What follows belongs to an exercise in optimizing a design on an open flow for small area and a short achievable clock period; a production flow would make more cautious choices. Only simulation tests tie the RTL to the original design; equivalence was not proved.

==> inputs of v6 <==
// SortTen
module SortTen (clk,
 in0, in1, in2, in3, in4, in5, in6, in7, in8, in9,
 out0, out1, out2, out3, out4, out5, out6, out7, out8, out9);
==> module cas, before the edit <==
module cas (a, b, lo, hi);
 input [31:0] a, b;
 output [31:0] lo, hi;
 wire [32:0] gt, lt;
 assign gt[32] = 1'b0;
 assign lt[32] = 1'b0;
 genvar i;
 generate for (i = 31; i >= 0; i = i - 1) begin : g
  assign lo[i] = (a[i] | gt[i+1]) & (b[i] | lt[i+1]);
  assign hi[i] = (a[i] & ~lt[i+1]) | (b[i] & ~gt[i+1]);
  assign gt[i] = gt[i+1] | (a[i] & ~lo[i] & ~lt[i+1]);
  assign lt[i] = lt[i+1] | (b[i] & ~lo[i] & ~gt[i+1]);
 end endgenerate
endmodule
Settings: LEC_CHECK=0, ABC_AREA=1, CAP_MARGIN=20, CORE_MARGIN=2, CORE_UTILIZATION=55, CTS_CLUSTER_DIAMETER=100, CTS_CLUSTER_SIZE=25, SLEW_MARGIN=20; clock period 110.0 ns.
standard.sh (not shown) runs the stock make flow with config.mk's settings and CLKGATE_MAP_FILE= SYNTH_SCRIPT=/design/flow/synth_recipe.tcl, a recipe that flattens the netlist after the stock synthesis.
==> flow/flow/run.sh <==
#!/bin/bash
# Own layout flow: the standard flow (standard.sh), with two changes:
#  - synthesis maps the logic with ABC for least area (flow/abc_area.script)
#    rather than least delay; registers and their names are the standard
#    synthesis's, only the combinational mapping differs;
#  - the port buffers are the smallest buffer, sky130_fd_sc_hd__buf_1.
# Each step's output goes to a log file of its own in this folder.
set -euo pipefail
W=$PWD
rm -rf "$W/scripts_area"
cp -r "$FLOW_HOME/scripts" "$W/scripts_area"
cp "$W/flow/abc_area.script" "$W/scripts_area/abc_area.script"
bash standard.sh SCRIPTS_DIR="$W/scripts_area" ABC_AREA=1 synth > "$W/synth.log" 2>&1
bash standard.sh ABC_AREA=1 "BUFFER_PORTS_ARGS=-buffer_cell sky130_fd_sc_hd__buf_1" > "$W/layout.log" 2>&1
==> flow/flow/abc_area.script <==
strash
dc2
&get -n
&nf -a -R 1000
&put
topo
stime -c
==> v15: changes against v6 <==
--- a/flow/design.v
+++ b/flow/design.v
@@ -82,7 +82,7 @@
  generate for (i = 31; i >= 0; i = i - 1) begin : g
   assign lo[i] = (a[i] | gt[i+1]) & (b[i] | lt[i+1]);
   assign hi[i] = (a[i] & ~lt[i+1]) | (b[i] & ~gt[i+1]);
-  assign gt[i] = gt[i+1] | (a[i] & ~lo[i] & ~lt[i+1]);
-  assign lt[i] = lt[i+1] | (b[i] & ~lo[i] & ~gt[i+1]);
+  assign gt[i] = gt[i+1] | (a[i] & ~b[i] & ~lt[i+1]);
+  assign lt[i] = lt[i+1] | (b[i] & ~a[i] & ~gt[i+1]);
  end endgenerate
 endmodule
==> flow/flow/abc_area.script (replaced) <==
strash
&get -n
&dch
&nf -a -R 1000
&put
topo
stime -c
==> v8: changes against v6 <==
--- a/flow/design.v
+++ b/flow/design.v
@@ -82,7 +82,7 @@
  generate for (i = 31; i >= 0; i = i - 1) begin : g
   assign lo[i] = (a[i] | gt[i+1]) & (b[i] | lt[i+1]);
   assign hi[i] = (a[i] & ~lt[i+1]) | (b[i] & ~gt[i+1]);
-  assign gt[i] = gt[i+1] | (a[i] & ~lo[i] & ~lt[i+1]);
-  assign lt[i] = lt[i+1] | (b[i] & ~lo[i] & ~gt[i+1]);
+  assign gt[i] = gt[i+1] | (a[i] & ~b[i] & ~lt[i+1]);
+  assign lt[i] = lt[i+1] | (b[i] & ~a[i] & ~gt[i+1]);
  end endgenerate
 endmodule
==> flow/flow/abc_area.script (replaced) <==
strash
amap
topo
stime -c
==> flow_metrics.tcl <==
set metrics [dict create \
    pre_cts_ws_ns 87.52 \
    synth-simple-area-share 0.141 \
    cts.htree.levels 1 \
    area_growth_pct 10.6 \
    grtUsageTotal 0.381 \
    clock_area_frac 0.0177 \
    nets 7468 \
    drt_iter0_markers 5418 \
    status "complete, no violations" \
    maxSlewHeadroom 0.199 \
    die_x_um 284 \
    multi_input_area_share 0.581 \
    grt_pass1_vias 44000 \
]
That was v8.
==> flow_metrics.tcl <==
set metrics [dict create \
    clock_area_frac 0.0147 \
    drt_iter0_markers 4425 \
    maxSlewHeadroom 0.175 \
    synth-simple-area-share 0.292 \
    multi_input_area_share 0.627 \
    area_growth_pct 9.86 \
    status "complete, no violations" \
    cts.htree.levels 1 \
    grt_pass1_vias 43400 \
]
That was v6.
==> flow_metrics.tcl <==
set metrics [dict create \
    pre_cts_ws_ns 87.53 \
    clock_area_frac 0.0228 \
    nets 7691 \
    multi_input_area_share 0.606 \
    drt_iter0_markers 5043 \
    grtUsageTotal 0.371 \
    r2r_setup_slack_ns 93.89 \
    status "complete, no violations" \
    die_x_um 289 \
    grt_pass1_vias 43700 \
    synth-simple-area-share 0.214 \
]
That was v15.

-- separate check: timing with driven ports --
In the flow no input, the clock included, has a driving cell. The finished layouts below were timed again as built, in two steps. Step 1 assumes that a clkbuf_16 drives the clock port and a buf_2 every other input. Step 2 times the ports against the registers' clock, not the clock port: input delays grow and output delays shrink by t, the midpoint of the rising clock arrivals with the driver on. a / b / c = no drivers / after step 1 / after step 2; a / b = the first two.
run | t (ns) | setup slack, ns | hold slack, ns
v6 | 0.710 | 86.832 / 86.759 / 87.470 | 0.686 / 0.686 / 0.686
v15 | 0.678 | 86.877 / 86.805 / 87.483 | 0.735 / 0.735 / 0.735
v8 | 0.724 | 86.836 / 86.763 / 87.487 | 0.643 / 0.643 / 0.643
After both steps setup and hold are still met in every run listed.
